Context: an optimization exercise on an open-source flow, tuned for small area, a short achievable clock period and few clock cycles. The choices shown serve that exercise and are no tape-out recipe.
At most, simulation tests tie the RTL to the original design; equivalence was not proved.
No functional check of the RTL was part of runs 4 to 6.
No activity file was given, so power comes from the tool's default toggle rates.

==> design/flow/design.v <==
module DMA_AHB_Master #(
    parameter ADDR_WIDTH = 32,
    parameter DATA_WIDTH = 32,
    parameter BASE_ADDR  = 32'h0000_0000
)(
    input wire HCLK,
    input wire HRESETn,
    input wire [ADDR_WIDTH-1:0] HADDR,
    input wire [1:0] HTRANS,
    input wire HWRITE,
    input wire [DATA_WIDTH-1:0] HWDATA,
    output reg [DATA_WIDTH-1:0] HRDATA,
    output reg [ADDR_WIDTH-1:0] master_HADDR,
    output reg [2:0] master_HBURST,
    output reg master_HMASTLOCK,
    output reg [3:0] master_HPROT,
    output reg [2:0] master_HSIZE,
    output reg [1:0] master_HTRANS,
    output reg [DATA_WIDTH-1:0] master_HWDATA,
    output reg master_HWRITE,
    input wire [DATA_WIDTH-1:0] master_HRDATA,
    input wire master_HREADY,
    input wire master_HRESP
);
    reg [31:2] src_q;
    reg [31:2] dst_q;
    reg [31:0] size_q;
    reg        busy;
    reg        done;
    reg        w_src, w_dst, w_size;
    reg        wr_q;       
    reg        first_q;    
    reg        wr_o;       
    reg        busy_o;     
    reg [31:2] addr_q;
    reg [31:2] alt_q;
    reg [28:0] left_q;     
    reg [31:0] data_q;     
    wire hit     = ~|HADDR[31:5] & ~|HADDR[1:0];
    wire a_start = hit & (HADDR[4:2] == 3'd0);
    wire a_src   = hit & (HADDR[4:2] == 3'd1);
    wire a_dst   = hit & (HADDR[4:2] == 3'd2);
    wire a_size  = hit & (HADDR[4:2] == 3'd3);
    wire a_done  = hit & (HADDR[4:2] == 3'd4);
    wire wacc    = HTRANS[1] & HWRITE;
    wire [31:2] src_d  = w_src  ? data_q[31:2] : src_q;
    wire [31:2] dst_d  = w_dst  ? data_q[31:2] : dst_q;
    wire [31:0] size_d = w_size ? data_q : size_q;
    wire st    = wacc & a_start & HWDATA[0];
    wire frac  = |size_q[1:0];
    wire last  = (left_q == 29'd0) | ((left_q == 29'd1) & ~frac);
    wire fin   = busy & wr_q & master_HREADY & last;
    wire busy_d = st | (busy & ~fin);
    reg [31:0] rd_word;
    always @(*) begin
        case (HADDR[4:2])
            3'd0:    rd_word = {31'd0, busy_d};
            3'd1:    rd_word = {src_d, 2'b00};
            3'd2:    rd_word = {dst_d, 2'b00};
            3'd3:    rd_word = size_d;
            3'd4:    rd_word = {31'd0, done};
            default: rd_word = 32'd0;
        endcase
    end
    always @(posedge HCLK or negedge HRESETn) begin
        if (!HRESETn) begin
            w_src  <= 1'b1;
            w_dst  <= 1'b1;
            w_size <= 1'b1;
            busy   <= 1'b0;
            busy_o <= 1'b0;
            done   <= 1'b0;
        end else begin
            w_src  <= wacc & a_src;
            w_dst  <= wacc & a_dst;
            w_size <= wacc & a_size;
            busy   <= busy_d;
            busy_o <= st | (busy_o & ~fin);
            done   <= (done & ~st) | fin;
        end
    end
    always @(posedge HCLK or negedge HRESETn) begin
        if (!HRESETn) begin
            data_q <= 32'd0;
        end else begin
            if (~busy) data_q <= HWDATA;
            else if (~wr_q) data_q <= master_HRDATA;
        end
    end
    always @(posedge HCLK) begin
        if (~busy) begin
            wr_q    <= 1'b0;
            wr_o    <= 1'b0;
            first_q <= 1'b1;
            addr_q  <= src_d;
            alt_q   <= dst_d;
            left_q  <= size_d[30:2];
        end else if (master_HREADY) begin
            wr_q    <= ~wr_q;
            wr_o    <= ~wr_o;
            first_q <= 1'b0;
            addr_q  <= alt_q + {29'd0, ~first_q};
            alt_q   <= addr_q;
            if (wr_q) left_q <= left_q - 29'd1;
        end
        src_q  <= src_d;
        dst_q  <= dst_d;
        size_q <= size_d;
        HRDATA <= hit ? rd_word : 32'd0;
    end
    always @(*) begin
        master_HADDR     = {addr_q, 2'b00};
        master_HBURST    = 3'b000;
        master_HMASTLOCK = 1'b0;
        master_HPROT     = 4'b0000;
        master_HSIZE     = 3'b010;
        master_HTRANS    = {busy_o, 1'b0};
        master_HWDATA    = data_q;
        master_HWRITE    = wr_o;
    end
endmodule
==> design/flow/flow/run.sh <==
#!/bin/bash
# Standard ORFS layout, with plain buffers on the ports instead of the
# delay cells buffer_ports picks by default. Synthesis is the standard one.
set -euo pipefail
bash standard.sh synth > synth.log 2>&1
export BUFFER_PORTS_ARGS="-buffer_cell sky130_fd_sc_hd__buf_1"
bash standard.sh > layout.log 2>&1
==> design/flow/standard.sh <==
#!/bin/bash
# synth_recipe.tcl (not shown) runs the flow's synth.tcl, then flattens the netlist and writes it again
# the make line also repeats each setting of config.mk as NAME=value (left out here)
make -C /OpenROAD-flow-scripts/flow DESIGN_CONFIG=/design/flow/config.mk WORK_HOME=/design/flow/orfs CLKGATE_MAP_FILE= SYNTH_SCRIPT=/design/flow/synth_recipe.tcl "${@:-finish}"
==> design/flow/config.mk <==
export PLATFORM = sky130hd
export DESIGN_NAME = DMA_AHB_Master
export DESIGN_NICKNAME = DMA_AHB_Master
export VERILOG_FILES = /design/flow/design.v
export SDC_FILE = /design/flow/constraint.sdc
export NUM_CORES = 4
export LEC_CHECK = 0
export CAP_MARGIN = 20
export CORE_MARGIN = 2
export CORE_UTILIZATION = 55
export CTS_BUF_LIST = sky130_fd_sc_hd__clkbuf_16
export CTS_CLUSTER_DIAMETER = 100
export CTS_CLUSTER_SIZE = 25
export PLACE_DENSITY = 0.8
export SETUP_SLACK_MARGIN = 3.6
export SLEW_MARGIN = 20
export TNS_END_PERCENT = 20
==> design/flow/constraint.sdc <==
create_clock -name core_clock -period 6.0 [get_ports {HCLK}]
set_input_delay 1.2000 -clock core_clock [delete_from_list [all_inputs] [get_ports {HCLK}]]
set_output_delay 1.2000 -clock core_clock [all_outputs]
set_load 0.01 [all_outputs]
==> results_tabular.tex, run 1 <==
\begin{tabular}{lr}
\hline
Metric & Value \\
\hline
\multicolumn{2}{l}{\textbf{Setup path}} \\
Cell family with most CP delay & flip-flops \\
Reg2Reg Setup Slack & 3.77 ns \\
Crit Reg-Reg Startpoint & left\_q[2] \\
Endpoint of the worst register-to-register path & left\_q[27] \\
Ordered cell list for the critical path & buf\_1 \\
Kind of capture point of the worst setup path & primary output \\
Signal arrival time at the worst endpoint & 1.20 ns \\
Number of buffer and inverter instances along the worst setup path & 1 \\
Critical path start-end classification & reg -> out \\
Slowest stage cell, crit path & sky130\_fd\_sc\_hd\_\_dfrtp\_1 \\
Data required, critical path & 4.80 ns \\
Cell depth of the worst flop-to-flop path & 5 \\
CP Launch Type & flip-flop \\
Largest fanout on the critical path & 5 \\
Maximum cell stage delay along the critical path & 0.50 ns \\
\multicolumn{2}{l}{\textbf{CTS}} \\
Clock tree from TritonCTS & built \\
Post-CTS clock slew at the launch and capture registers of the worst setup and hold paths & 0.10 ns \\
Inserted Clock Buffers & 14 \\
Depth of the CTS H-tree & 1 \\
Worst-case clock buffer depth & 3 \\
Clock tree root buffer cell & sky130\_fd\_sc\_hd\_\_clkbuf\_16 \\
Hold-fix buffer count after cts & 0 \\
Clock latency on the worst-skew pair & 0.51 ns \\
Buffers inserted during post-CTS setup optimization & 0 \\
Number of sinks handled by clock tree synthesis & 254 \\
\multicolumn{2}{l}{\textbf{Layout}} \\
Share of cells above drive strength 1 & 0.1580 \\
Growth of design area from synthesis to finish & 11.91\% \\
Post-layout nets & 1233 \\
Diode count & 0 \\
Filler Cell Count & 1593 \\
\multicolumn{2}{l}{\textbf{Floorplanning}} \\
I/O Pins & 213 \\
Area of the placeable core & 0.01959 sq mm \\
Standard-cell row count & 51 \\
Area enclosed by the die boundary & 0.02118 sq mm \\
Starting density of the core & 0.5624 \\
Horizontal die dimension & 145.5 um \\
Vertical die dimension & 145.5 um \\
\multicolumn{2}{l}{\textbf{Yosys}} \\
Number of warnings printed during yosys synthesis & 1 \\
Post-synthesis register bit count & 254 \\
Total standard cell area after synthesis & 0.01102 sq mm \\
Share of flip-flops with an asynchronous set or reset after synthesis & 0.1496 \\
Post-synth top area cell & sky130\_fd\_sc\_hd\_\_edfxtp\_1 \\
Syn Area/Cell & 11.46 sq um \\
Most used flip-flop cell after synthesis & sky130\_fd\_sc\_hd\_\_dfxtp\_1 \\
Dominant cells by area after synthesis & sky130\_fd\_sc\_hd\_\_edfxtp\_1 (24\%), sky130\_fd\_sc\_hd\_\_dfxtp\_1 (23\%), sky130\_fd\_sc\_hd\_\_mux2\_2 (13\%) \\
Portion of synthesized cell area occupied by the leading cell type & 0.2426 \\
Gate Count Post-Synth & 961 \\
Number of enable flip-flop cells after synthesis & 89 \\
Most numerous cell in the Yosys netlist & sky130\_fd\_sc\_hd\_\_dfxtp\_1 \\
Top cells by count, synth & sky130\_fd\_sc\_hd\_\_dfxtp\_1 (127), sky130\_fd\_sc\_hd\_\_mux2\_2 (125), sky130\_fd\_sc\_hd\_\_a21oi\_1 (115), sky130\_fd\_sc\_hd\_\_nor2\_1 (101), sky130\_fd\_sc\_hd\_\_edfxtp\_1 (89) \\
Unique cell type count in the Yosys netlist & 54 \\
Fraction of the yosys area taken by sequential cells & 0.5600 \\
\multicolumn{2}{l}{\textbf{Drt}} \\
Iteration-0 DRC Markers & 542 \\
DRC viols & 0 \\
Post-DR vias/cell & 5.611 \\
Post-detailed-route count of antenna-violating nets & 0 \\
Final wirelength & 26170 um \\
Mean routed wirelength per cell & 18.72 um \\
Via count & 7844 \\
Number of optimization iterations in the first detailed-route pass & 5 \\
\multicolumn{2}{l}{\textbf{Global routing}} \\
Largest net degree at the start of global routing & 65 \\
First-pass GRT wire length & 41200 um \\
Total track usage & 0.2395 \\
Vias in the first global route & 7735 \\
Initial antenna violation count & 0 \\
Global route overflow & 0 \\
\multicolumn{2}{l}{\textbf{Worst hold path}} \\
Cells on Worst Hold Path & 1 \\
Worst hold path startpoint & size\_q[31] \\
Capture endpoint of the worst hold path & size\_q[31] \\
Hold Path Class & reg -> reg \\
\multicolumn{2}{l}{\textbf{Timing}} \\
Final slew viol count & 0 \\
Total negative slack for setup checks & 0 ns \\
\# setup viols final & 0 \\
Minimum period implied by the final worst setup slack & 2.396 ns \\
Post-route clock period utilization & 0.3994 \\
Final clock skew & 0.02652 ns \\
Relative slew slack & 0.3443 \\
Hold Fails Final Rpt & 0 \\
Setup repair after global routing missed its margin & true \\
Top achievable clock speed & 417.3 MHz \\
Slew @ Worst Pin & 0.9836 ns \\
\multicolumn{2}{l}{\textbf{Pwr}} \\
Standby leakage power & 4.749 nW \\
Clk network pwr share & 0.350 \\
Cell Int Power & 2.257 mW \\
Largest voltage drop on the vdd net & 217.5 uV \\
Post-layout total power & 2.891 mW \\
Combinational share of power & 0.028 \\
Cell area power density & 234.5 mW/mm\^{}2 \\
Switching power of the nets & 0.6345 mW \\
Switching power share of the total & 0.2195 \\
Share of total power in sequential cells & 0.622 \\
\multicolumn{2}{l}{\textbf{Job}} \\
Max-cap violations & 0 \\
\multicolumn{2}{l}{\textbf{Place}} \\
Count of buffers inserted at the top-level ports & 196 \\
Routability-driven placement congestion ratio & 0.8414 \\
DPL Wire Length & 17020 um \\
\multicolumn{2}{l}{\textbf{Outcome}} \\
Run status & finished clean \\
\hline
\end{tabular}
[cell families after synthesis]
logic type | synth area share
adder cells (fa/ha/maj) | 0.005679
flip-flops | 0.5600
other | 0.0006817
buffers and inverters | 0.03407
AND/OR/NAND/NOR | 0.1186
AO/OA/AOI/OAI | 0.08120
multiplexers | 0.1568
XOR/XNOR | 0.04293
[layout make-up]
type / instances / area [sq um] / area share
Sequential cell: 254 / 6175 / 0.5008
Multi-Input combinational cell: 645 / 4569 / 0.3706
Timing Repair Buffer: 205 / 808.3 / 0.06556
Clock buffer: 14 / 350.3 / 0.02841
Tap cell: 265 / 331.6 / 0.02689
Clock inverter: 10 / 76.32 / 0.006190
Inverter: 5 / 18.77 / 0.001522
[repair_timing]
action                                  CTS  global route
endpoints found under the hold margin     0             0
endpoints found under the setup margin    3            29
resized for setup                         1             4
[cell usage in the layout, fill, tap and decap left out, types with 14 or more instances in the layout]
cell type,synthesis,layout
sky130_fd_sc_hd__nand2_1,54,54
sky130_fd_sc_hd__mux2i_1,32,32
sky130_fd_sc_hd__buf_1,7,195
sky130_fd_sc_hd__a22oi_1,30,30
sky130_fd_sc_hd__edfxtp_1,89,89
sky130_fd_sc_hd__a21oi_1,115,115
sky130_fd_sc_hd__clkbuf_16,0,14
sky130_fd_sc_hd__mux2_2,125,125
sky130_fd_sc_hd__dfxtp_1,127,126
sky130_fd_sc_hd__nor3_1,17,17
sky130_fd_sc_hd__nand3_1,17,17
sky130_fd_sc_hd__xnor2_1,33,33
sky130_fd_sc_hd__conb_1,2,14
sky130_fd_sc_hd__nor2_1,101,101
sky130_fd_sc_hd__dfrtp_1,35,34
sky130_fd_sc_hd__xor2_1,21,21
[registers in the layout, summed over array words and instances, names as in the netlist]
register and cells:
w_dst 1, first_q 1, busy_o 1, data_q 32, wr_o 1, w_size 1
wr_q 1, HRDATA 32, size_q 32, addr_q 30, busy 1, done 1
dst_q 30, w_src 1, alt_q 30, left_q 29, src_q 30
[metrics by stage]
stage / cell area (sq um) / utilization / instances / setup slack [ns] / hold WS, ns
after floorplan: 11080 / - / 973 / 3.601 / 0.4416
after global placement: 11870 / 0.6060 / 1374 / 3.257 / 0.4568
after detailed placement: 11870 / 0.6060 / 1374 / 3.225 / 0.4658
after CTS: 12300 / 0.6281 / 1398 / 3.601 / 0.4888
after global routing: 12330 / 0.6294 / 1398 / 3.580 / 0.5093
final: 12330 / 0.6294 / 1398 / 3.604 / 0.4869
[routing by layer]
layer / up-vias / GRT usage / wire (um)
li1: 3744 / - / -
met1: 3815 / 0.3188 / 11230
met2: 246 / 0.4128 / 13010
met3: 39 / 0.03480 / 1374
met4: 0 / 0.06422 / 546
met5: - / 0 / 0
[power by group through the flow]
stage,logic (mW),registers [mW],clock network (mW)
after global routing,0.0912,1.80,1.08
final,0.0813,1.80,1.01
after global placement,0.0791,1.84,0
after floorplan,0.0353,1.84,0
after CTS,0.0818,1.80,1.03
after detailed placement,0.0813,1.84,0
[how the worst max path moves through the flow]
stage                                   end  depth (start not counted)  slack, ns        from
after global routing      master_HWDATA[11]                          1       3.58  data_q[11]
after floorplan                        done                          5       3.60   HADDR[27]
after CTS                 master_HWDATA[11]                          1       3.60  data_q[11]
after global placement           HRDATA[13]                          7       3.26    HADDR[9]
after detailed placement         HRDATA[13]                          7       3.22    HADDR[9]
final                     master_HWDATA[11]                          1       3.60  data_q[11]
Testbench counts, summed over its fixed seeds: cycles 9,069.
==> inputs of run 2 (changes only) <==
--- a/design/flow/config.mk
+++ b/design/flow/config.mk
@@ -12,6 +12,5 @@
 export CTS_CLUSTER_DIAMETER = 100
 export CTS_CLUSTER_SIZE = 25
-export PLACE_DENSITY = 0.8
-export SETUP_SLACK_MARGIN = 3.6
+export PLACE_DENSITY = 0.7
+export SETUP_SLACK_MARGIN = 3.7
 export SLEW_MARGIN = 20
-export TNS_END_PERCENT = 20
==> results_tabular.tex, run 2 <==
\begin{tabular}{lr}
\hline
Metric & Value \\
\hline
\multicolumn{2}{l}{\textbf{Global routing}} \\
Total track usage & 0.2401 \\
Global route overflow & 0 \\
Initial antenna violation count & 0 \\
Largest net degree at the start of global routing & 81 \\
First-pass GRT wire length & 41130 um \\
Vias in the first global route & 7608 \\
\multicolumn{2}{l}{\textbf{Floorplanning}} \\
Area of the placeable core & 0.01959 sq mm \\
Starting density of the core & 0.5624 \\
Horizontal die dimension & 145.5 um \\
I/O Pins & 213 \\
Area enclosed by the die boundary & 0.02118 sq mm \\
Standard-cell row count & 51 \\
Vertical die dimension & 145.5 um \\
\multicolumn{2}{l}{\textbf{Place}} \\
Placed Cells & 1373 \\
Routability-driven placement congestion ratio & 0.8119 \\
Count of buffers inserted at the top-level ports & 196 \\
Worst setup slack after placement & 2.925 ns \\
DPL Wire Length & 16710 um \\
\multicolumn{2}{l}{\textbf{Timing}} \\
Slew @ Worst Pin & 0.9645 ns \\
Relative slew slack & 0.3570 \\
Final clock skew & 0.02664 ns \\
\# setup viols final & 0 \\
Setup repair after global routing missed its margin & true \\
Top achievable clock speed & 432.3 MHz \\
Final slew viol count & 0 \\
Slack of the critical path & 3.687 ns \\
Post-route clock period utilization & 0.3855 \\
Total negative slack for setup checks & 0 ns \\
Hold Fails Final Rpt & 0 \\
Minimum period implied by the final worst setup slack & 2.313 ns \\
\multicolumn{2}{l}{\textbf{CTS}} \\
Clock latency on the worst-skew pair & 0.49 ns \\
Clock tree from TritonCTS & built \\
Worst-case clock buffer depth & 3 \\
Post-CTS clock slew at the launch and capture registers of the worst setup and hold paths & 0.10 ns \\
Clock tree root buffer cell & sky130\_fd\_sc\_hd\_\_clkbuf\_16 \\
Number of sinks handled by clock tree synthesis & 254 \\
Depth of the CTS H-tree & 1 \\
Inserted Clock Buffers & 14 \\
\multicolumn{2}{l}{\textbf{Yosys}} \\
Post-synth top area cell & sky130\_fd\_sc\_hd\_\_edfxtp\_1 \\
Number of warnings printed during yosys synthesis & 1 \\
Most numerous cell in the Yosys netlist & sky130\_fd\_sc\_hd\_\_dfxtp\_1 \\
Portion of synthesized cell area occupied by the leading cell type & 0.2426 \\
Gate Count Post-Synth & 961 \\
Share of flip-flops with an asynchronous set or reset after synthesis & 0.1496 \\
Top cells by count, synth & sky130\_fd\_sc\_hd\_\_dfxtp\_1 (127), sky130\_fd\_sc\_hd\_\_mux2\_2 (125), sky130\_fd\_sc\_hd\_\_a21oi\_1 (115), sky130\_fd\_sc\_hd\_\_nor2\_1 (101), sky130\_fd\_sc\_hd\_\_edfxtp\_1 (89) \\
Dominant cells by area after synthesis & sky130\_fd\_sc\_hd\_\_edfxtp\_1 (24\%), sky130\_fd\_sc\_hd\_\_dfxtp\_1 (23\%), sky130\_fd\_sc\_hd\_\_mux2\_2 (13\%) \\
Fraction of the yosys area taken by sequential cells & 0.5600 \\
Most used flip-flop cell after synthesis & sky130\_fd\_sc\_hd\_\_dfxtp\_1 \\
Number of enable flip-flop cells after synthesis & 89 \\
Post-synthesis register bit count & 254 \\
Syn Area/Cell & 11.46 sq um \\
Total standard cell area after synthesis & 0.01102 sq mm \\
Unique cell type count in the Yosys netlist & 54 \\
\multicolumn{2}{l}{\textbf{Job}} \\
Max-cap violations & 0 \\
\multicolumn{2}{l}{\textbf{Drt}} \\
Final wirelength & 26160 um \\
Post-DR vias/cell & 5.524 \\
Post-detailed-route count of antenna-violating nets & 0 \\
Mean routed wirelength per cell & 18.28 um \\
Via count & 7905 \\
DRC viols & 0 \\
Iteration-0 DRC Markers & 547 \\
Number of optimization iterations in the first detailed-route pass & 5 \\
\multicolumn{2}{l}{\textbf{Layout}} \\
Post-layout nets & 1266 \\
Growth of design area from synthesis to finish & 16.07\% \\
Leading registers by flop count & HRDATA: 32 flops, data\_q: 32 flops, size\_q: 32 flops \\
Share of cells above drive strength 1 & 0.2170 \\
Diode count & 0 \\
Number of non-filler instances in the completed layout & 1431 \\
Most common library cell in the layout ignoring fill and taps & sky130\_fd\_sc\_hd\_\_buf\_1 \\
Filler Cell Count & 1595 \\
Most frequent cells in the layout & sky130\_fd\_sc\_hd\_\_buf\_1 (181), sky130\_fd\_sc\_hd\_\_dfxtp\_1 (126), sky130\_fd\_sc\_hd\_\_mux2\_2 (125) \\
\multicolumn{2}{l}{\textbf{Worst hold path}} \\
Hold Path Class & reg -> reg \\
\multicolumn{2}{l}{\textbf{Pwr}} \\
Share of total power in sequential cells & 0.610 \\
Largest voltage drop on the vdd net & 180.0 uV \\
Switching power share of the total & 0.2179 \\
Switching power of the nets & 0.6391 mW \\
Clk network pwr share & 0.353 \\
Cell Int Power & 2.294 mW \\
Cell area power density & 229.4 mW/mm\^{}2 \\
Combinational share of power & 0.037 \\
Standby leakage power & 4.998 nW \\
\multicolumn{2}{l}{\textbf{Setup path}} \\
Signal arrival time at the worst endpoint & 1.11 ns \\
Maximum cell stage delay along the critical path & 0.46 ns \\
CP Launch Type & flip-flop \\
Number of buffer and inverter instances along the worst setup path & 1 \\
Ordered cell list for the critical path & clkbuf\_2 \\
Data required, critical path & 4.80 ns \\
Cell family with most CP delay & flip-flops \\
Kind of capture point of the worst setup path & primary output \\
Slowest stage cell, crit path & sky130\_fd\_sc\_hd\_\_edfxtp\_1 \\
Critical path start-end classification & reg -> out \\
Largest fanout on the critical path & 2 \\
\multicolumn{2}{l}{\textbf{Outcome}} \\
Run status & finished clean \\
\hline
\end{tabular}
## run 2: cell counts after synthesis
Identical to the previous run, type by type.
## run 2: path summary, 6_finish.rpt
path | start | to | slack [ns] | cells past startpoint
min in group asynchronous | HRESETn | data_q[3] | 0.77 | 2
max in group asynchronous | HRESETn | busy | 4.79 | 2
worst min register to register | first_q | first_q | 0.48 | 2
worst max register to register | w_size | left_q[15] | 3.82 | 3
worst min-delay path | first_q | first_q | 0.48 | 2
worst max-delay path | addr_q[14] | master_HADDR[14] | 3.69 | 1
## run 2: cell families after synthesis
logic type,count (synthesis),synth area share
mux,157,0.1568
fa+ha+maj,5,0.005679
other cells,2,0.0006817
flops,254,0.5600
xor+xnor,54,0.04293
simple gates,257,0.1186
buf+inv,74,0.03407
compound gates,158,0.08120
## run 2: cell type report
cell class                      instances  area, sq um  area share
Multi-Input combinational cell        645         4705      0.3679
Inverter                                5        18.77    0.001468
Sequential cell                       254         6178      0.4832
Tap cell                              265        331.6     0.02593
Timing Repair Buffer                  238         1119     0.08748
Clock buffer                           15        375.4     0.02935
Clock inverter                          9        60.06    0.004697
## run 2: power groups by stage
stage / clock, mW / combinational [mW] / sequential (mW)
final: 1.03 / 0.109 / 1.79
after global routing: 1.13 / 0.121 / 1.79
after CTS: 1.06 / 0.0949 / 1.79
after detailed placement: 0 / 0.0834 / 1.84
after global placement: 0 / 0.0804 / 1.83
after floorplan: 0 / 0.0356 / 1.84
## run 2: layer usage
layer,track usage,routed length [um]
met5,0,0
met4,0.05049,333
met3,0.03229,1229
met2,0.3943,12510
met1,0.3440,12080
## run 2: tightest hold or removal path, delay by kind of cell, from the launching register on
kind / cells / cell delay [ns]
buffers and inverters: 1 / 0.07
DFF: 1 / 0.31
AOI/OAI and AO/OA: 1 / 0.07
## run 2: timing repair
action | in CTS | in global routing
gates resized for setup | 9 | 30
endpoints found under the setup margin | 93 | 110
hold buffers | 0 | 0
setup buffers | 14 | 20
## run 2: through the flow
step,total power [mW],utilization,hold slack [ns],cell area [sq um]
final,2.933,0.6527,0.4826,12790
after detailed placement,1.919,0.6107,0.4639,11960
after floorplan,1.871,-,0.4416,11190
after global placement,1.915,0.6100,0.4529,11950
after global routing,3.039,0.6527,0.5070,12790
after CTS,2.944,0.6393,0.4849,12520
==> inputs of run 3 (changes only) <==
--- a/design/flow/config.mk
+++ b/design/flow/config.mk
@@ -13,4 +13,4 @@
 export CTS_CLUSTER_SIZE = 25
 export PLACE_DENSITY = 0.7
-export SETUP_SLACK_MARGIN = 3.7
+export SETUP_SLACK_MARGIN = 3.8
 export SLEW_MARGIN = 20
==> results_tabular.tex, run 3 <==
\begin{tabular}{lr}
\hline
Metric & Value \\
\hline
\multicolumn{2}{l}{\textbf{Timing}} \\
Post-route clock period utilization & 0.3838 \\
Slew @ Worst Pin & 1.003 ns \\
Top achievable clock speed & 434.3 MHz \\
Slack of the critical path & 3.697 ns \\
Relative slew slack & 0.3313 \\
Hold Fails Final Rpt & 0 \\
\# setup viols final & 0 \\
Final slew viol count & 0 \\
Minimum period implied by the final worst setup slack & 2.303 ns \\
Setup repair after global routing missed its margin & true \\
Total negative slack for setup checks & 0 ns \\
Final clock skew & 0.02175 ns \\
\multicolumn{2}{l}{\textbf{Layout}} \\
Post-layout nets & 1289 \\
Diode count & 0 \\
Filler Cell Count & 1569 \\
Share of cells above drive strength 1 & 0.2952 \\
Post-route design area & 0.01322 sq mm \\
Growth of design area from synthesis to finish & 19.98\% \\
Most frequent cells in the layout & sky130\_fd\_sc\_hd\_\_buf\_1 (127), sky130\_fd\_sc\_hd\_\_mux2\_2 (125), sky130\_fd\_sc\_hd\_\_dfxtp\_1 (123) \\
Combined area of the multi-input logic cells & 0.004807 sq mm \\
Area of all sequential standard cells & 0.006188 sq mm \\
Most common library cell in the layout ignoring fill and taps & sky130\_fd\_sc\_hd\_\_buf\_1 \\
Leading registers by flop count & HRDATA: 32 flops, data\_q: 32 flops, size\_q: 32 flops \\
\multicolumn{2}{l}{\textbf{Place}} \\
Count of buffers inserted at the top-level ports & 196 \\
DPL Wire Length & 16790 um \\
Worst setup slack after placement & 2.954 ns \\
Routability-driven placement congestion ratio & 0.7954 \\
Placed instance area & 0.01197 sq mm \\
\multicolumn{2}{l}{\textbf{Setup path}} \\
Critical path start-end classification & reg -> out \\
Crit Reg-Reg Startpoint & left\_q[5] \\
Kind of capture point of the worst setup path & primary output \\
Worst setup path start & addr\_q[26] \\
Ordered cell list for the critical path & clkbuf\_2 \\
Largest fanout on the critical path & 2 \\
Slowest stage cell, crit path & sky130\_fd\_sc\_hd\_\_edfxtp\_1 \\
Cell depth of the worst flop-to-flop path & 5 \\
CP Launch Type & flip-flop \\
Signal arrival time at the worst endpoint & 1.10 ns \\
Number of stages on the worst setup path & 1 \\
Maximum cell stage delay along the critical path & 0.45 ns \\
Data required, critical path & 4.80 ns \\
Cell family with most CP delay & flip-flops \\
Number of buffer and inverter instances along the worst setup path & 1 \\
\multicolumn{2}{l}{\textbf{CTS}} \\
Post-CTS clock slew at the launch and capture registers of the worst setup and hold paths & 0.10 ns \\
Worst-case clock buffer depth & 3 \\
Clock latency on the worst-skew pair & 0.49 ns \\
Clock tree root buffer cell & sky130\_fd\_sc\_hd\_\_clkbuf\_16 \\
Number of sinks handled by clock tree synthesis & 254 \\
Inserted Clock Buffers & 14 \\
Depth of the CTS H-tree & 1 \\
Hold-fix buffer count after cts & 0 \\
Clock tree from TritonCTS & built \\
\multicolumn{2}{l}{\textbf{Drt}} \\
Via count & 8046 \\
Mean routed wirelength per cell & 18.95 um \\
Iteration-0 DRC Markers & 524 \\
Number of optimization iterations in the first detailed-route pass & 5 \\
Post-DR vias/cell & 5.534 \\
Final wirelength & 27550 um \\
Post-detailed-route count of antenna-violating nets & 0 \\
DRC viols & 0 \\
\multicolumn{2}{l}{\textbf{Pwr}} \\
Post-layout total power & 2.934 mW \\
Largest voltage drop on the vdd net & 221.9 uV \\
Combinational share of power & 0.041 \\
Standby leakage power & 5.329 nW \\
Share of total power in sequential cells & 0.610 \\
Cell area power density & 222.0 mW/mm\^{}2 \\
Clk network pwr share & 0.349 \\
Switching power of the nets & 0.6323 mW \\
Cell Int Power & 2.302 mW \\
Switching power share of the total & 0.2155 \\
\multicolumn{2}{l}{\textbf{Yosys}} \\
Most used flip-flop cell after synthesis & sky130\_fd\_sc\_hd\_\_dfxtp\_1 \\
Fraction of the yosys area taken by sequential cells & 0.5600 \\
Dominant cells by area after synthesis & sky130\_fd\_sc\_hd\_\_edfxtp\_1 (24\%), sky130\_fd\_sc\_hd\_\_dfxtp\_1 (23\%), sky130\_fd\_sc\_hd\_\_mux2\_2 (13\%) \\
Post-synthesis register bit count & 254 \\
Portion of synthesized cell area occupied by the leading cell type & 0.2426 \\
Number of enable flip-flop cells after synthesis & 89 \\
Top cells by count, synth & sky130\_fd\_sc\_hd\_\_dfxtp\_1 (127), sky130\_fd\_sc\_hd\_\_mux2\_2 (125), sky130\_fd\_sc\_hd\_\_a21oi\_1 (115), sky130\_fd\_sc\_hd\_\_nor2\_1 (101), sky130\_fd\_sc\_hd\_\_edfxtp\_1 (89) \\
Post-synth top area cell & sky130\_fd\_sc\_hd\_\_edfxtp\_1 \\
Syn Area/Cell & 11.46 sq um \\
Total standard cell area after synthesis & 0.01102 sq mm \\
Gate Count Post-Synth & 961 \\
Most numerous cell in the Yosys netlist & sky130\_fd\_sc\_hd\_\_dfxtp\_1 \\
Share of flip-flops with an asynchronous set or reset after synthesis & 0.1496 \\
Number of warnings printed during yosys synthesis & 1 \\
Unique cell type count in the Yosys netlist & 54 \\
\multicolumn{2}{l}{\textbf{Floorplanning}} \\
Horizontal die dimension & 145.5 um \\
Starting density of the core & 0.5624 \\
I/O Pins & 213 \\
Vertical die dimension & 145.5 um \\
Standard-cell row count & 51 \\
Area of the placeable core & 0.01959 sq mm \\
Area enclosed by the die boundary & 0.02118 sq mm \\
\multicolumn{2}{l}{\textbf{Global routing}} \\
Initial antenna violation count & 0 \\
First-pass GRT wire length & 41550 um \\
Vias in the first global route & 7703 \\
Total track usage & 0.2424 \\
Global route overflow & 0 \\
Largest net degree at the start of global routing & 97 \\
\multicolumn{2}{l}{\textbf{Outcome}} \\
Run status & finished clean \\
\multicolumn{2}{l}{\textbf{Worst hold path}} \\
Worst hold path startpoint & first\_q \\
Cells on Worst Hold Path & 2 \\
Hold Path Class & reg -> reg \\
\multicolumn{2}{l}{\textbf{Job}} \\
Max-cap violations & 0 \\
\hline
\end{tabular}
run 3: cell counts after synthesis:
No cell type changed its count.
run 3: cell type report:
cell class	instances	area share
tap	265	0.02509
inverter	5	0.001420
timing repair buffer	260	0.1087
multi-input combinational	646	0.3637
sequential	254	0.4682
clock buffer	15	0.02840
clock inverter	9	0.004544
run 3: final timing paths:
kind | to | slack [ns]
min reg2reg | first_q | 0.49
min | first_q | 0.49
min in group asynchronous | data_q[7] | 0.77
max | master_HADDR[26] | 3.70
max reg2reg | left_q[25] | 3.82
max in group asynchronous | busy | 4.80
run 3: cells by family after synthesis:
family,after synthesis,synth area share
other cells,2,0.0006817
simple gates,257,0.1186
fa+ha+maj,5,0.005679
mux,157,0.1568
compound gates,158,0.08120
xor+xnor,54,0.04293
flops,254,0.5600
buf+inv,74,0.03407
run 3: layer usage:
metal | wire [um] | GRT usage
met1 | 12510 | 0.3502
met2 | 13480 | 0.4028
met3 | 1166 | 0.02257
met4 | 392 | 0.05000
met5 | 0 | 0
run 3: repair_timing:
item | CTS | global route
gates resized for setup | 34 | 96
buffers inserted | 37 | 16
hold endpoints to repair | 0 | 0
pin swaps | 0 | 7
endpoints found under the setup margin | 136 | 188
cloned | 1 | 3
run 3: power groups by stage:
| stage | Sequential, mW | Clock [mW] | Combinational (mW) |
|---|---|---|---|
| floorplan | 1.84 | 0 | 0.0358 |
| global placement | 1.84 | 0 | 0.0814 |
| detailed placement | 1.84 | 0 | 0.0829 |
| CTS | 1.79 | 1.04 | 0.113 |
| global route | 1.79 | 1.11 | 0.133 |
| finish | 1.79 | 1.02 | 0.120 |
run 3: stage by stage:
stage / utilization / std cells / hold WS, ns
floorplan: - / 973 / 0.4416
detailed placement: 0.6110 / 1373 / 0.4648
CTS: 0.6525 / 1435 / 0.4896
finish: 0.6747 / 1454 / 0.4884
global placement: 0.6110 / 1373 / 0.4540
global route: 0.6747 / 1454 / 0.4999
==> inputs of run 4 (changes only) <==
--- a/design/flow/design.v
+++ b/design/flow/design.v
@@ -31,6 +31,4 @@
     reg        wr_q;       
     reg        first_q;    
-    reg        wr_o;       
-    reg        busy_o;     
     reg [31:2] addr_q;
     reg [31:2] alt_q;
@@ -69,5 +67,4 @@
             w_size <= 1'b1;
             busy   <= 1'b0;
-            busy_o <= 1'b0;
             done   <= 1'b0;
         end else begin
@@ -76,5 +73,4 @@
             w_size <= wacc & a_size;
             busy   <= busy_d;
-            busy_o <= st | (busy_o & ~fin);
             done   <= (done & ~st) | fin;
         end
@@ -91,5 +87,4 @@
         if (~busy) begin
             wr_q    <= 1'b0;
-            wr_o    <= 1'b0;
             first_q <= 1'b1;
             addr_q  <= src_d;
@@ -98,5 +93,4 @@
         end else if (master_HREADY) begin
             wr_q    <= ~wr_q;
-            wr_o    <= ~wr_o;
             first_q <= 1'b0;
             addr_q  <= alt_q + {29'd0, ~first_q};
@@ -115,7 +109,7 @@
         master_HPROT     = 4'b0000;
         master_HSIZE     = 3'b010;
-        master_HTRANS    = {busy_o, 1'b0};
+        master_HTRANS    = {busy, 1'b0};
         master_HWDATA    = data_q;
-        master_HWRITE    = wr_o;
+        master_HWRITE    = wr_q;
     end
 endmodule
--- a/design/flow/config.mk
+++ b/design/flow/config.mk
@@ -13,4 +13,4 @@
 export CTS_CLUSTER_SIZE = 25
 export PLACE_DENSITY = 0.7
-export SETUP_SLACK_MARGIN = 3.8
+export SETUP_SLACK_MARGIN = 3.6
 export SLEW_MARGIN = 20
==> results_tabular.tex, run 4 <==
\begin{tabular}{lr}
\hline
Metric & Value \\
\hline
\multicolumn{2}{l}{\textbf{Yosys}} \\
Portion of synthesized cell area occupied by the leading cell type & 0.2483 \\
Most numerous cell in the Yosys netlist & sky130\_fd\_sc\_hd\_\_dfxtp\_1 \\
Share of flip-flops with an asynchronous set or reset after synthesis & 0.1468 \\
Syn Area/Cell & 11.41 sq um \\
Unique cell type count in the Yosys netlist & 42 \\
Dominant cells by area after synthesis & sky130\_fd\_sc\_hd\_\_edfxtp\_1 (25\%), sky130\_fd\_sc\_hd\_\_dfxtp\_1 (23\%), sky130\_fd\_sc\_hd\_\_mux2\_2 (13\%) \\
Post-synth top area cell & sky130\_fd\_sc\_hd\_\_edfxtp\_1 \\
Top cells by count, synth & sky130\_fd\_sc\_hd\_\_dfxtp\_1 (126), sky130\_fd\_sc\_hd\_\_mux2\_2 (124), sky130\_fd\_sc\_hd\_\_a21oi\_1 (120), sky130\_fd\_sc\_hd\_\_nor2\_1 (104), sky130\_fd\_sc\_hd\_\_edfxtp\_1 (89) \\
Number of warnings printed during yosys synthesis & 1 \\
Post-synthesis register bit count & 252 \\
Total standard cell area after synthesis & 0.01076 sq mm \\
Fraction of the yosys area taken by sequential cells & 0.5691 \\
Most used flip-flop cell after synthesis & sky130\_fd\_sc\_hd\_\_dfxtp\_1 \\
Number of enable flip-flop cells after synthesis & 89 \\
Gate Count Post-Synth & 943 \\
\multicolumn{2}{l}{\textbf{Pwr}} \\
Largest voltage drop on the vdd net & 272.9 uV \\
Standby leakage power & 4.478 nW \\
Cell area power density & 286.8 mW/mm\^{}2 \\
\multicolumn{2}{l}{\textbf{Drt}} \\
DRC viols & 0 \\
Post-detailed-route count of antenna-violating nets & 0 \\
Final wirelength & 25910 um \\
Via count & 7699 \\
Iteration-0 DRC Markers & 444 \\
Mean routed wirelength per cell & 18.69 um \\
Number of optimization iterations in the first detailed-route pass & 5 \\
Post-DR vias/cell & 5.555 \\
\multicolumn{2}{l}{\textbf{Timing}} \\
Relative slew slack & 0.3224 \\
Total negative slack for setup checks & 0 ns \\
Setup repair after global routing missed its margin & true \\
Final slew viol count & 0 \\
Top achievable clock speed & 403.1 MHz \\
Final clock skew & 0.02696 ns \\
Slew @ Worst Pin & 1.016 ns \\
Post-route clock period utilization & 0.4134 \\
Hold Fails Final Rpt & 0 \\
Minimum period implied by the final worst setup slack & 2.481 ns \\
\# setup viols final & 0 \\
\multicolumn{2}{l}{\textbf{Layout}} \\
Filler Cell Count & 1595 \\
Core utilization of the finished layout & 0.6315 \\
Share of cells above drive strength 1 & 0.1668 \\
Most common library cell in the layout ignoring fill and taps & sky130\_fd\_sc\_hd\_\_buf\_1 \\
Post-layout nets & 1221 \\
Diode count & 0 \\
Leading registers by flop count & HRDATA: 32 flops, data\_q: 32 flops, size\_q: 32 flops \\
Most frequent cells in the layout & sky130\_fd\_sc\_hd\_\_buf\_1 (195), sky130\_fd\_sc\_hd\_\_dfxtp\_1 (125), sky130\_fd\_sc\_hd\_\_mux2\_2 (124) \\
Growth of design area from synthesis to finish & 13.46\% \\
\multicolumn{2}{l}{\textbf{Outcome}} \\
Run status & finished clean \\
\multicolumn{2}{l}{\textbf{Floorplanning}} \\
Standard-cell row count & 51 \\
Area of the placeable core & 0.01933 sq mm \\
Vertical die dimension & 143.9 um \\
Area enclosed by the die boundary & 0.02070 sq mm \\
Starting density of the core & 0.5566 \\
I/O Pins & 213 \\
Horizontal die dimension & 143.9 um \\
\multicolumn{2}{l}{\textbf{CTS}} \\
Inserted Clock Buffers & 14 \\
Clock tree from TritonCTS & built \\
Clock latency on the worst-skew pair & 0.48 ns \\
Clock tree root buffer cell & sky130\_fd\_sc\_hd\_\_clkbuf\_16 \\
Number of sinks handled by clock tree synthesis & 252 \\
Hold-fix buffer count after cts & 0 \\
Depth of the CTS H-tree & 1 \\
Post-CTS clock slew at the launch and capture registers of the worst setup and hold paths & 0.10 ns \\
Worst-case clock buffer depth & 3 \\
\multicolumn{2}{l}{\textbf{Setup path}} \\
Number of stages on the worst setup path & 6 \\
Reg2Reg Setup Slack & 3.52 ns \\
Cell depth of the worst flop-to-flop path & 6 \\
Endpoint of the most critical setup path & left\_q[25] \\
Number of buffer and inverter instances along the worst setup path & 0 \\
Kind of capture point of the worst setup path & flip-flop \\
Critical path start-end classification & reg -> reg \\
Slowest stage cell, crit path & sky130\_fd\_sc\_hd\_\_or4\_4 \\
Worst setup path start & left\_q[12] \\
Endpoint of the worst register-to-register path & left\_q[25] \\
Cell family with most CP delay & simple AND/OR/NAND/NOR gates \\
Largest fanout on the critical path & 6 \\
Ordered cell list for the critical path & or4\_4 -> or3\_4 -> or3\_4 -> nor3b\_4 -> xnor2\_1 -> a21oi\_1 \\
Crit Reg-Reg Startpoint & left\_q[12] \\
Maximum cell stage delay along the critical path & 0.55 ns \\
Data required, critical path & 6.22 ns \\
CP Launch Type & flip-flop \\
Signal arrival time at the worst endpoint & 2.70 ns \\
Most frequent cell on the critical path & sky130\_fd\_sc\_hd\_\_or3\_4 \\
\multicolumn{2}{l}{\textbf{Global routing}} \\
Largest net degree at the start of global routing & 106 \\
Vias in the first global route & 7514 \\
Global route overflow & 0 \\
First-pass GRT wire length & 40040 um \\
Total track usage & 0.2481 \\
Initial antenna violation count & 0 \\
\multicolumn{2}{l}{\textbf{Place}} \\
Routability-driven placement congestion ratio & 0.8117 \\
DPL Wire Length & 16080 um \\
Count of buffers inserted at the top-level ports & 196 \\
\multicolumn{2}{l}{\textbf{Worst hold path}} \\
Hold Path Class & reg -> reg \\
\multicolumn{2}{l}{\textbf{Job}} \\
Max-cap violations & 0 \\
\hline
\end{tabular}
run 4: metal layers:
| metal | share of wire | track usage | vias up |
|---|---|---|---|
| met1 | 0.46 | 0.3496 | 3795 |
| met5 | 0 | 0 | - |
| li1 | - | - | 3670 |
| met3 | 0.047 | 0.03532 | 33 |
| met2 | 0.48 | 0.4083 | 201 |
| met4 | 0.017 | 0.05779 | 0 |
run 4: stage by stage:
step / instance area, sq um / setup slack, ns / power [mW] / hold WS (ns) / std cells
floorplan: 10810 / 3.599 / 2.332 / 0.4515 / 955
global placement: 11630 / 2.883 / 2.496 / 0.4559 / 1354
detailed placement: 11630 / 2.796 / 2.507 / 0.4642 / 1354
CTS: 12150 / 3.533 / 3.518 / 0.4959 / 1383
global route: 12210 / 3.472 / 3.654 / 0.5130 / 1386
finish: 12210 / 3.519 / 3.502 / 0.4949 / 1386
run 4: final cells by class:
cell class                      instances  area, sq um  area share
Sequential cell                       252         6131      0.5021
Inverter                                4        17.52    0.001435
Timing Repair Buffer                  211        853.3     0.06988
Clock inverter                          9        60.06    0.004919
Clock buffer                           15        375.4     0.03074
Multi-Input combinational cell        630         4442      0.3638
Tap cell                              265        331.6     0.02715
run 4: worst reg2reg max path: cells and delay by family (launching register included):
family / cells / cell delay, ns
flops: 1 / 0.42
compound gates: 1 / 0.09
xor+xnor: 1 / 0.15
simple gates: 4 / 1.57
run 4: cells by family after synthesis:
kind of cell | synth area share
other cells | 0.0006979
simple gates | 0.1070
mux | 0.1595
flops | 0.5691
fa+ha+maj | 0.005813
compound gates | 0.08139
buf+inv | 0.03174
xor+xnor | 0.04476
run 4: where the power goes:
| part | internal [mW] | switching, mW |
|---|---|---|
| Sequential | 1.91 | 0.128 |
| Combinational | 0.187 | 0.256 |
| Clock | 0.465 | 0.551 |
| Total | 2.57 | 0.935 |
run 4: worst min-delay path by stage:
stage | start | endpoint | cells past startpoint
after floorplan | size_q[31] | size_q[31] | 1
after global placement | size_q[31] | size_q[31] | 1
after detailed placement | size_q[31] | size_q[31] | 1
after CTS | dst_q[5] | dst_q[5] | 1
after global routing | dst_q[6] | dst_q[6] | 1
final | dst_q[5] | dst_q[5] | 1
run 4: what timing repair did:
item	4_1_cts	5_1_grt
gates resized for setup	12	12
endpoints found under the setup margin	108	82
gates cloned	1	0
pin swaps	8	1
buffers inserted	4	3
==> inputs of run 5 (changes only) <==
--- a/design/flow/design.v
+++ b/design/flow/design.v
@@ -31,4 +31,6 @@
     reg        wr_q;       
     reg        first_q;    
+    reg        wr_o;       
+    reg        busy_o;     
     reg [31:2] addr_q;
     reg [31:2] alt_q;
@@ -42,7 +44,7 @@
     wire a_done  = hit & (HADDR[4:2] == 3'd4);
     wire wacc    = HTRANS[1] & HWRITE;
-    wire [31:2] src_d  = w_src  ? data_q[31:2] : src_q;
-    wire [31:2] dst_d  = w_dst  ? data_q[31:2] : dst_q;
-    wire [31:0] size_d = w_size ? data_q : size_q;
+    wire [31:2] src_d  = w_src  ? HRDATA[31:2] : src_q;
+    wire [31:2] dst_d  = w_dst  ? HRDATA[31:2] : dst_q;
+    wire [31:0] size_d = w_size ? HRDATA : size_q;
     wire st    = wacc & a_start & HWDATA[0];
     wire frac  = |size_q[1:0];
@@ -67,4 +69,5 @@
             w_size <= 1'b1;
             busy   <= 1'b0;
+            busy_o <= 1'b0;
             done   <= 1'b0;
         end else begin
@@ -73,4 +76,5 @@
             w_size <= wacc & a_size;
             busy   <= busy_d;
+            busy_o <= st | (busy_o & ~fin);
             done   <= (done & ~st) | fin;
         end
@@ -78,8 +82,7 @@
     always @(posedge HCLK or negedge HRESETn) begin
         if (!HRESETn) begin
-            data_q <= 32'd0;
+            HRDATA <= 32'd0;
         end else begin
-            if (~busy) data_q <= HWDATA;
-            else if (~wr_q) data_q <= master_HRDATA;
+            HRDATA <= HWRITE ? HWDATA : hit ? rd_word : 32'd0;
         end
     end
@@ -87,4 +90,5 @@
         if (~busy) begin
             wr_q    <= 1'b0;
+            wr_o    <= 1'b0;
             first_q <= 1'b1;
             addr_q  <= src_d;
@@ -93,4 +97,5 @@
         end else if (master_HREADY) begin
             wr_q    <= ~wr_q;
+            wr_o    <= ~wr_o;
             first_q <= 1'b0;
             addr_q  <= alt_q + {29'd0, ~first_q};
@@ -101,5 +106,5 @@
         dst_q  <= dst_d;
         size_q <= size_d;
-        HRDATA <= hit ? rd_word : 32'd0;
+        if (busy & ~wr_q) data_q <= master_HRDATA;
     end
     always @(*) begin
@@ -109,7 +114,7 @@
         master_HPROT     = 4'b0000;
         master_HSIZE     = 3'b010;
-        master_HTRANS    = {busy, 1'b0};
+        master_HTRANS    = {busy_o, 1'b0};
         master_HWDATA    = data_q;
-        master_HWRITE    = wr_q;
+        master_HWRITE    = wr_o;
     end
 endmodule
==> results_tabular.tex, run 5 <==
\begin{tabular}{lr}
\hline
Metric & Value \\
\hline
\multicolumn{2}{l}{\textbf{Yosys}} \\
Dominant cells by area after synthesis & sky130\_fd\_sc\_hd\_\_edfxtp\_1 (33\%), sky130\_fd\_sc\_hd\_\_dfxtp\_1 (17\%), sky130\_fd\_sc\_hd\_\_mux2\_2 (13\%) \\
Total standard cell area after synthesis & 0.01107 sq mm \\
Gate Count Post-Synth & 923 \\
Number of warnings printed during yosys synthesis & 1 \\
Most used flip-flop cell after synthesis & sky130\_fd\_sc\_hd\_\_edfxtp\_1 \\
Syn Area/Cell & 12.00 sq um \\
Unique cell type count in the Yosys netlist & 61 \\
Share of flip-flops with an asynchronous set or reset after synthesis & 0.1496 \\
Post-synth top area cell & sky130\_fd\_sc\_hd\_\_edfxtp\_1 \\
Fraction of the yosys area taken by sequential cells & 0.5862 \\
Post-synthesis register bit count & 254 \\
Portion of synthesized cell area occupied by the leading cell type & 0.3282 \\
Most numerous cell in the Yosys netlist & sky130\_fd\_sc\_hd\_\_mux2\_2 \\
Number of enable flip-flop cells after synthesis & 121 \\
Top cells by count, synth & sky130\_fd\_sc\_hd\_\_mux2\_2 (123), sky130\_fd\_sc\_hd\_\_edfxtp\_1 (121), sky130\_fd\_sc\_hd\_\_dfxtp\_1 (95), sky130\_fd\_sc\_hd\_\_nor2\_1 (66), sky130\_fd\_sc\_hd\_\_nand2\_1 (52) \\
\multicolumn{2}{l}{\textbf{Setup path}} \\
Slowest stage cell, crit path & sky130\_fd\_sc\_hd\_\_edfxtp\_1 \\
Data required, critical path & 4.80 ns \\
Critical path start-end classification & reg -> out \\
Largest fanout on the critical path & 2 \\
Cell family with most CP delay & flip-flops \\
Ordered cell list for the critical path & buf\_1 \\
Kind of capture point of the worst setup path & primary output \\
Maximum cell stage delay along the critical path & 0.49 ns \\
CP Launch Type & flip-flop \\
Reg2Reg Setup Slack & 3.66 ns \\
Number of buffer and inverter instances along the worst setup path & 1 \\
Signal arrival time at the worst endpoint & 1.16 ns \\
\multicolumn{2}{l}{\textbf{Global routing}} \\
Vias in the first global route & 7711 \\
Largest net degree at the start of global routing & 76 \\
First-pass GRT wire length & 41400 um \\
Initial antenna violation count & 0 \\
Total track usage & 0.2427 \\
Global route overflow & 0 \\
\multicolumn{2}{l}{\textbf{Drt}} \\
DRC viols & 0 \\
Met3 Routed Length & 1310 um \\
Via count & 7945 \\
Final wirelength & 26700 um \\
Mean routed wirelength per cell & 19.50 um \\
Number of optimization iterations in the first detailed-route pass & 8 \\
Top metal layer carrying routed signals & met4 \\
Wire length on met1 & 11850 um \\
Post-detailed-route count of antenna-violating nets & 0 \\
Iteration-0 DRC Markers & 567 \\
Post-DR vias/cell & 5.804 \\
Routed met2 length & 12980 um \\
\multicolumn{2}{l}{\textbf{CTS}} \\
Inserted Clock Buffers & 14 \\
Clock tree from TritonCTS & built \\
Number of sinks handled by clock tree synthesis & 254 \\
Hold-fix buffer count after cts & 0 \\
Clock tree root buffer cell & sky130\_fd\_sc\_hd\_\_clkbuf\_16 \\
Depth of the CTS H-tree & 1 \\
Post-CTS clock slew at the launch and capture registers of the worst setup and hold paths & 0.10 ns \\
Clock latency on the worst-skew pair & 0.50 ns \\
Worst-case clock buffer depth & 3 \\
\multicolumn{2}{l}{\textbf{Timing}} \\
Post-route clock period utilization & 0.3929 \\
Final slew viol count & 0 \\
Setup repair after global routing missed its margin & true \\
Final clock skew & 0.02863 ns \\
\# setup viols final & 0 \\
Slew @ Worst Pin & 1.006 ns \\
Top achievable clock speed & 424.3 MHz \\
Total negative slack for setup checks & 0 ns \\
Minimum period implied by the final worst setup slack & 2.357 ns \\
Hold Fails Final Rpt & 0 \\
Relative slew slack & 0.3296 \\
Slack of the critical path & 3.643 ns \\
\multicolumn{2}{l}{\textbf{Floorplanning}} \\
Horizontal die dimension & 145.9 um \\
Vertical die dimension & 145.9 um \\
Starting density of the core & 0.5652 \\
I/O Pins & 213 \\
Area enclosed by the die boundary & 0.02128 sq mm \\
Area of the placeable core & 0.01959 sq mm \\
Standard-cell row count & 51 \\
\multicolumn{2}{l}{\textbf{Place}} \\
Count of buffers inserted at the top-level ports & 196 \\
Worst setup slack after placement & 2.822 ns \\
Routability-driven placement congestion ratio & 0.7939 \\
DPL Wire Length & 16700 um \\
\multicolumn{2}{l}{\textbf{Layout}} \\
Share of cells above drive strength 1 & 0.1667 \\
Most frequent cells in the layout & sky130\_fd\_sc\_hd\_\_buf\_1 (194), sky130\_fd\_sc\_hd\_\_mux2\_2 (123), sky130\_fd\_sc\_hd\_\_edfxtp\_1 (121) \\
Most common library cell in the layout ignoring fill and taps & sky130\_fd\_sc\_hd\_\_buf\_1 \\
Growth of design area from synthesis to finish & 12.74\% \\
Post-layout nets & 1204 \\
Leading registers by flop count & HRDATA: 32 flops, data\_q: 32 flops, size\_q: 32 flops \\
Diode count & 0 \\
\multicolumn{2}{l}{\textbf{Job}} \\
Max-cap violations & 0 \\
\multicolumn{2}{l}{\textbf{Pwr}} \\
Largest voltage drop on the vdd net & 179.2 uV \\
Standby leakage power & 4.950 nW \\
Cell area power density & 235.4 mW/mm\^{}2 \\
\multicolumn{2}{l}{\textbf{Worst hold path}} \\
Hold Path Class & reg -> reg \\
\multicolumn{2}{l}{\textbf{Outcome}} \\
Run status & finished clean \\
\hline
\end{tabular}
## run 5: worst paths after layout
path / cells past startpoint / start / end
min in group asynchronous: 2 / HRESETn / HRDATA[15]
worst min register to register: 2 / first_q / first_q
worst max-delay path: 1 / addr_q[30] / master_HADDR[30]
max in group asynchronous: 2 / HRESETn / busy
worst min-delay path: 2 / first_q / first_q
worst max register to register: 4 / left_q[22] / busy
## run 5: metrics by stage
step                      hold slack (ns)  std cells  utilization  cell area, sq um  power (mW)
final                              0.4773       1369       0.6372             12480       2.938
after global routing               0.5051       1369       0.6372             12480       3.024
after CTS                          0.4828       1366       0.6353             12450       2.953
after detailed placement           0.4650       1338       0.6110             11970       1.947
after global placement             0.4521       1338       0.6110             11970       1.945
after floorplan                    0.4416        935            -             11130       1.899
## run 5: layout make-up
type                    instances  area (sq um)
inverters                      11         45.04
well taps                     265         331.6
clock inverters                 9         51.30
fillers                      1658          7108
flip-flops and latches        254          6497
repair buffers                212         862.1
clock buffers                  15         375.4
multi-input cells             603          4319
## run 5: routing by layer
metal  track usage  up-vias
met2        0.4177      239
met4       0.05637        0
li1              -     3775
met3       0.03072       42
met1        0.3297     3889
met5             0        -
## run 5: timing repair
action	in CTS	in global routing
hold endpoints to repair	0	0
cloned	1	0
endpoints found under the setup margin	49	44
buffers inserted	3	3
resized for setup	3	4
pin swaps	2	0
## run 5: power by group
part           switching [mW]  internal, mW
logic                  0.0535        0.0288
clock network           0.565         0.464
registers              0.0119          1.81
total                   0.631          2.31
## run 5: worst register-to-register path, stage by stage (launching register included)
cell,delay [ns]
sky130_fd_sc_hd__edfxtp_1,0.45
sky130_fd_sc_hd__or4_1,0.61
sky130_fd_sc_hd__or3_1,0.40
sky130_fd_sc_hd__or4_1,0.59
sky130_fd_sc_hd__o2bb2ai_1,0.16
## run 5: kinds of logic (layout without fill, tap and decap cells)
family,after synthesis,in the layout,synth area share
compound gates,159,159,0.09651
fa+ha+maj,5,5,0.005650
other cells,2,14,0.0006783
simple gates,278,279,0.1349
flops,254,254,0.5862
xor+xnor,22,22,0.01740
buf+inv,79,247,0.03266
mux,124,124,0.1260
==> inputs of run 6 (changes only) <==
--- a/design/flow/design.v
+++ b/design/flow/design.v
@@ -28,5 +28,4 @@
     reg        busy;
     reg        done;
-    reg        w_src, w_dst, w_size;
     reg        wr_q;       
     reg        first_q;    
@@ -42,9 +41,5 @@
     wire a_dst   = hit & (HADDR[4:2] == 3'd2);
     wire a_size  = hit & (HADDR[4:2] == 3'd3);
-    wire a_done  = hit & (HADDR[4:2] == 3'd4);
     wire wacc    = HTRANS[1] & HWRITE;
-    wire [31:2] src_d  = w_src  ? HRDATA[31:2] : src_q;
-    wire [31:2] dst_d  = w_dst  ? HRDATA[31:2] : dst_q;
-    wire [31:0] size_d = w_size ? HRDATA : size_q;
     wire st    = wacc & a_start & HWDATA[0];
     wire frac  = |size_q[1:0];
@@ -56,7 +51,7 @@
         case (HADDR[4:2])
             3'd0:    rd_word = {31'd0, busy_d};
-            3'd1:    rd_word = {src_d, 2'b00};
-            3'd2:    rd_word = {dst_d, 2'b00};
-            3'd3:    rd_word = size_d;
+            3'd1:    rd_word = {src_q, 2'b00};
+            3'd2:    rd_word = {dst_q, 2'b00};
+            3'd3:    rd_word = size_q;
             3'd4:    rd_word = {31'd0, done};
             default: rd_word = 32'd0;
@@ -65,24 +60,17 @@
     always @(posedge HCLK or negedge HRESETn) begin
         if (!HRESETn) begin
-            w_src  <= 1'b1;
-            w_dst  <= 1'b1;
-            w_size <= 1'b1;
+            src_q  <= 30'd0;
+            dst_q  <= 30'd0;
+            size_q <= 32'd0;
             busy   <= 1'b0;
             busy_o <= 1'b0;
             done   <= 1'b0;
         end else begin
-            w_src  <= wacc & a_src;
-            w_dst  <= wacc & a_dst;
-            w_size <= wacc & a_size;
+            if (wacc & a_src)  src_q  <= HWDATA[31:2];
+            if (wacc & a_dst)  dst_q  <= HWDATA[31:2];
+            if (wacc & a_size) size_q <= HWDATA;
             busy   <= busy_d;
             busy_o <= st | (busy_o & ~fin);
             done   <= (done & ~st) | fin;
-        end
-    end
-    always @(posedge HCLK or negedge HRESETn) begin
-        if (!HRESETn) begin
-            HRDATA <= 32'd0;
-        end else begin
-            HRDATA <= HWRITE ? HWDATA : hit ? rd_word : 32'd0;
         end
     end
@@ -92,7 +80,7 @@
             wr_o    <= 1'b0;
             first_q <= 1'b1;
-            addr_q  <= src_d;
-            alt_q   <= dst_d;
-            left_q  <= size_d[30:2];
+            addr_q  <= src_q;
+            alt_q   <= dst_q;
+            left_q  <= size_q[30:2];
         end else if (master_HREADY) begin
             wr_q    <= ~wr_q;
@@ -103,8 +91,6 @@
             if (wr_q) left_q <= left_q - 29'd1;
         end
-        src_q  <= src_d;
-        dst_q  <= dst_d;
-        size_q <= size_d;
         if (busy & ~wr_q) data_q <= master_HRDATA;
+        HRDATA <= hit ? rd_word : 32'd0;
     end
     always @(*) begin
==> results_tabular.tex, run 6 <==
\begin{tabular}{lr}
\hline
Metric & Value \\
\hline
\multicolumn{2}{l}{\textbf{CTS}} \\
Worst-case clock buffer depth & 3 \\
Number of sinks handled by clock tree synthesis & 251 \\
Hold-fix buffer count after cts & 0 \\
Clock tree from TritonCTS & built \\
Inserted Clock Buffers & 14 \\
Depth of the CTS H-tree & 1 \\
Post-CTS clock slew at the launch and capture registers of the worst setup and hold paths & 0.10 ns \\
Clock tree root buffer cell & sky130\_fd\_sc\_hd\_\_clkbuf\_16 \\
Clock latency on the worst-skew pair & 0.49 ns \\
\multicolumn{2}{l}{\textbf{Yosys}} \\
Top cells by count, synth & sky130\_fd\_sc\_hd\_\_edfxtp\_1 (121), sky130\_fd\_sc\_hd\_\_mux2\_2 (120), sky130\_fd\_sc\_hd\_\_nor2\_1 (105), sky130\_fd\_sc\_hd\_\_dfrtp\_1 (95), sky130\_fd\_sc\_hd\_\_a21oi\_1 (58) \\
Largest family of logic cells by synthesized area & multiplexers \\
Most numerous cell in the Yosys netlist & sky130\_fd\_sc\_hd\_\_edfxtp\_1 \\
Number of enable flip-flop cells after synthesis & 121 \\
Dominant cells by area after synthesis & sky130\_fd\_sc\_hd\_\_edfxtp\_1 (33\%), sky130\_fd\_sc\_hd\_\_dfrtp\_1 (22\%), sky130\_fd\_sc\_hd\_\_mux2\_2 (12\%) \\
Number of warnings printed during yosys synthesis & 1 \\
Most used flip-flop cell after synthesis & sky130\_fd\_sc\_hd\_\_edfxtp\_1 \\
Post-synthesis register bit count & 251 \\
Gate Count Post-Synth & 853 \\
Share of cell area taken by muxes after synthesis & 0.1569 \\
Fraction of synthesized cell area in xor and xnor cells & 0.04437 \\
Adder-Cell Fraction of Synth Area & 0.005660 \\
Syn Area/Cell & 12.96 sq um \\
Unique cell type count in the Yosys netlist & 50 \\
Fraction of the mapped netlist area in simple logic gates & 0.1030 \\
Fraction of the yosys area taken by sequential cells & 0.6072 \\
Total standard cell area after synthesis & 0.01105 sq mm \\
Portion of synthesized cell area occupied by the leading cell type & 0.3287 \\
Compound-cell area share of the yosys netlist & 0.05162 \\
Share of flip-flops with an asynchronous set or reset after synthesis & 0.3785 \\
Post-synth top area cell & sky130\_fd\_sc\_hd\_\_edfxtp\_1 \\
\multicolumn{2}{l}{\textbf{Layout}} \\
Most frequent cells in the layout & sky130\_fd\_sc\_hd\_\_buf\_1 (192), sky130\_fd\_sc\_hd\_\_edfxtp\_1 (121), sky130\_fd\_sc\_hd\_\_dfrtp\_1 (94) \\
Number of non-filler instances in the completed layout & 1340 \\
Filler Cell Count & 1422 \\
Post-layout nets & 1175 \\
Share of cells above drive strength 1 & 0.2465 \\
Area of all sequential standard cells & 0.006715 sq mm \\
Leading registers by flop count & HRDATA: 32 flops, data\_q: 32 flops, size\_q: 32 flops \\
Most common library cell in the layout ignoring fill and taps & sky130\_fd\_sc\_hd\_\_buf\_1 \\
Growth of design area from synthesis to finish & 23.25\% \\
Combined area of the multi-input logic cells & 0.004656 sq mm \\
Diode count & 0 \\
\multicolumn{2}{l}{\textbf{Timing}} \\
Final clock skew & 0.03776 ns \\
Top achievable clock speed & 350.1 MHz \\
\# setup viols final & 0 \\
Hold Fails Final Rpt & 0 \\
Relative slew slack & 0.4321 \\
Minimum period implied by the final worst setup slack & 2.856 ns \\
Post-route clock period utilization & 0.4761 \\
Total negative slack for setup checks & 0 ns \\
Final slew viol count & 0 \\
Setup repair after global routing missed its margin & true \\
Slew @ Worst Pin & 0.8453 ns \\
\multicolumn{2}{l}{\textbf{Setup path}} \\
Data required, critical path & 6.37 ns \\
Largest fanout on the critical path & 8 \\
CP Launch Type & input pin \\
Signal arrival time at the worst endpoint & 3.23 ns \\
Kind of capture point of the worst setup path & flip-flop \\
Critical path start-end classification & in -> reg \\
Cell depth of the worst flop-to-flop path & 5 \\
\multicolumn{2}{l}{\textbf{Drt}} \\
Final wirelength & 28670 um \\
Via count & 7654 \\
Mean routed wirelength per cell & 21.39 um \\
Post-DR vias/cell & 5.712 \\
Post-detailed-route count of antenna-violating nets & 0 \\
DRC viols & 0 \\
Iteration-0 DRC Markers & 617 \\
Number of optimization iterations in the first detailed-route pass & 5 \\
\multicolumn{2}{l}{\textbf{Outcome}} \\
Run status & finished clean \\
\multicolumn{2}{l}{\textbf{Pwr}} \\
Switching power share of the total & 0.2158 \\
Cell Int Power & 2.281 mW \\
Share of total power in sequential cells & 0.615 \\
Combinational share of power & 0.029 \\
Clk network pwr share & 0.355 \\
Standby leakage power & 5.785 nW \\
Switching power of the nets & 0.6278 mW \\
Largest voltage drop on the vdd net & 195.4 uV \\
Cell area power density & 213.5 mW/mm\^{}2 \\
\multicolumn{2}{l}{\textbf{Place}} \\
Routability-driven placement congestion ratio & 0.7901 \\
Placed Cells & 1279 \\
Count of buffers inserted at the top-level ports & 196 \\
DPL Wire Length & 16780 um \\
\multicolumn{2}{l}{\textbf{Global routing}} \\
First-pass GRT wire length & 42820 um \\
Largest net degree at the start of global routing & 89 \\
Total track usage & 0.2583 \\
Initial antenna violation count & 0 \\
Vias in the first global route & 7545 \\
Global route overflow & 0 \\
\multicolumn{2}{l}{\textbf{Worst hold path}} \\
Hold Path Class & reg -> reg \\
Cells on Worst Hold Path & 1 \\
\multicolumn{2}{l}{\textbf{Floorplanning}} \\
I/O Pins & 213 \\
Area enclosed by the die boundary & 0.02125 sq mm \\
Standard-cell row count & 51 \\
Vertical die dimension & 145.8 um \\
Horizontal die dimension & 145.8 um \\
Area of the placeable core & 0.01959 sq mm \\
Starting density of the core & 0.5642 \\
\multicolumn{2}{l}{\textbf{Job}} \\
Max-cap violations & 0 \\
\hline
\end{tabular}
[run 6: cell types whose count changed after synthesis, moves of 36 or more]
cell	previous run	this run
sky130_fd_sc_hd__dfxtp_1	95	35
sky130_fd_sc_hd__nor2_1	66	105
sky130_fd_sc_hd__nand2_1	52	16
sky130_fd_sc_hd__dfrtp_1	35	95
[run 6: repair_timing]
action | 4_1_cts | 5_1_grt
gates cloned | 10 | 4
setup buffers | 16 | 7
gates resized for setup | 85 | 46
endpoints found under the setup margin | 227 | 177
pin swaps | 19 | 8
[run 6: cell type report]
cell class / instances / area share
sequential: 251 / 0.4929
clock inverter: 9 / 0.004409
clock buffer: 15 / 0.02755
multi-input combinational: 553 / 0.3418
tap: 265 / 0.02434
timing repair buffer: 241 / 0.1074
inverter: 6 / 0.001653
[run 6: power by group through the flow]
stage	Sequential, mW	Clock, mW	Combinational, mW
finish	1.79	1.03	0.0854
global route	1.79	1.12	0.0925
CTS	1.79	1.05	0.0844
detailed placement	1.83	0	0.0812
global placement	1.83	0	0.0797
floorplan	1.83	0	0.0295
[run 6: worst max-delay path: stages]
cell and delay, ns:
sky130_fd_sc_hd__buf_1 0.07, sky130_fd_sc_hd__or4_4 0.54, sky130_fd_sc_hd__nor2_4 0.18, sky130_fd_sc_hd__nand4_4 0.17, sky130_fd_sc_hd__buf_12 0.20, sky130_fd_sc_hd__nor3b_4 0.19, sky130_fd_sc_hd__buf_6 0.18, sky130_fd_sc_hd__buf_12 0.16
sky130_fd_sc_hd__mux2_4 0.30
[run 6: path summary, 6_finish.rpt]
check                             endpoint  slack (ns)  startpoint
worst max-delay path             src_q[25]        3.14   HADDR[17]
worst min-delay path            size_q[31]        0.52  size_q[31]
worst max register to register   HRDATA[0]        3.61   left_q[5]
worst min register to register  size_q[31]        0.52  size_q[31]
max in group asynchronous        dst_q[23]        4.10     HRESETn
min in group asynchronous         src_q[8]        0.77     HRESETn
[run 6: cells by family (layout without fill, tap and decap cells)]
family / Yosys count / count (layout)
other cells: 2 / 14
fa+ha+maj: 5 / 5
buf+inv: 65 / 271
xor+xnor: 56 / 56
flops: 251 / 251
mux: 154 / 154
simple gates: 224 / 228
compound gates: 96 / 96
[run 6: routing by layer]
layer,track usage,share of wire
met5,0,0
met4,0.07941,0.029
met3,0.04639,0.070
met2,0.4215,0.47
met1,0.3555,0.43
[run 6: per-stage QoR]
step	utilization	hold WS [ns]	area (sq um)	power, mW	setup slack [ns]
global placement	0.6215	0.4855	12180	1.907	1.610
floorplan	-	0.4416	11330	1.857	3.009
detailed placement	0.6215	0.4955	12180	1.908	1.598
CTS	0.6777	0.5177	13280	2.925	3.131
finish	0.6954	0.5243	13620	2.909	3.144
global route	0.6954	0.5442	13620	2.998	3.081

-- afterwards: timing with drivers on the ports --
The flow's constraints put no driver on any port. The routed layouts listed below were extracted and timed again, unchanged, in two steps. Step 1 (the two cells are an assumption about what drives the block):
set clk [get_ports {HCLK}]
set_driving_cell -lib_cell sky130_fd_sc_hd__clkbuf_16 $clk
set_driving_cell -lib_cell sky130_fd_sc_hd__buf_2 [delete_from_list [all_inputs] $clk]
Step 2 times the ports against the registers' clock, not the clock port: input delays grow and output delays shrink by t, the midpoint of the rising clock arrivals with the driver on. Three values: no drivers, after step 1, after step 2; two values: the first two.
run | shift t [ns] | setup slack, ns | pins driven straight from the clock port
run 1 | 0.542 | 3.604 / 3.556 / 3.267 | 1
run 2 | 0.524 | 3.687 / 3.641 / 3.322 | 1
run 3 | 0.520 | 3.697 / 3.654 / 3.282 | 1
run 4 | 0.516 | 3.519 / 3.519 / 3.201 | 1
run 5 | 0.530 | 3.643 / 3.597 / 3.162 | 1
run 6 | 0.521 | 3.144 / 3.161 / 2.640 | 1
After both steps setup and hold are still met in every run listed. For run 6, which loses most, drivers alone change the setup slack by +0.017 ns; drivers and shift together by -0.504 ns.
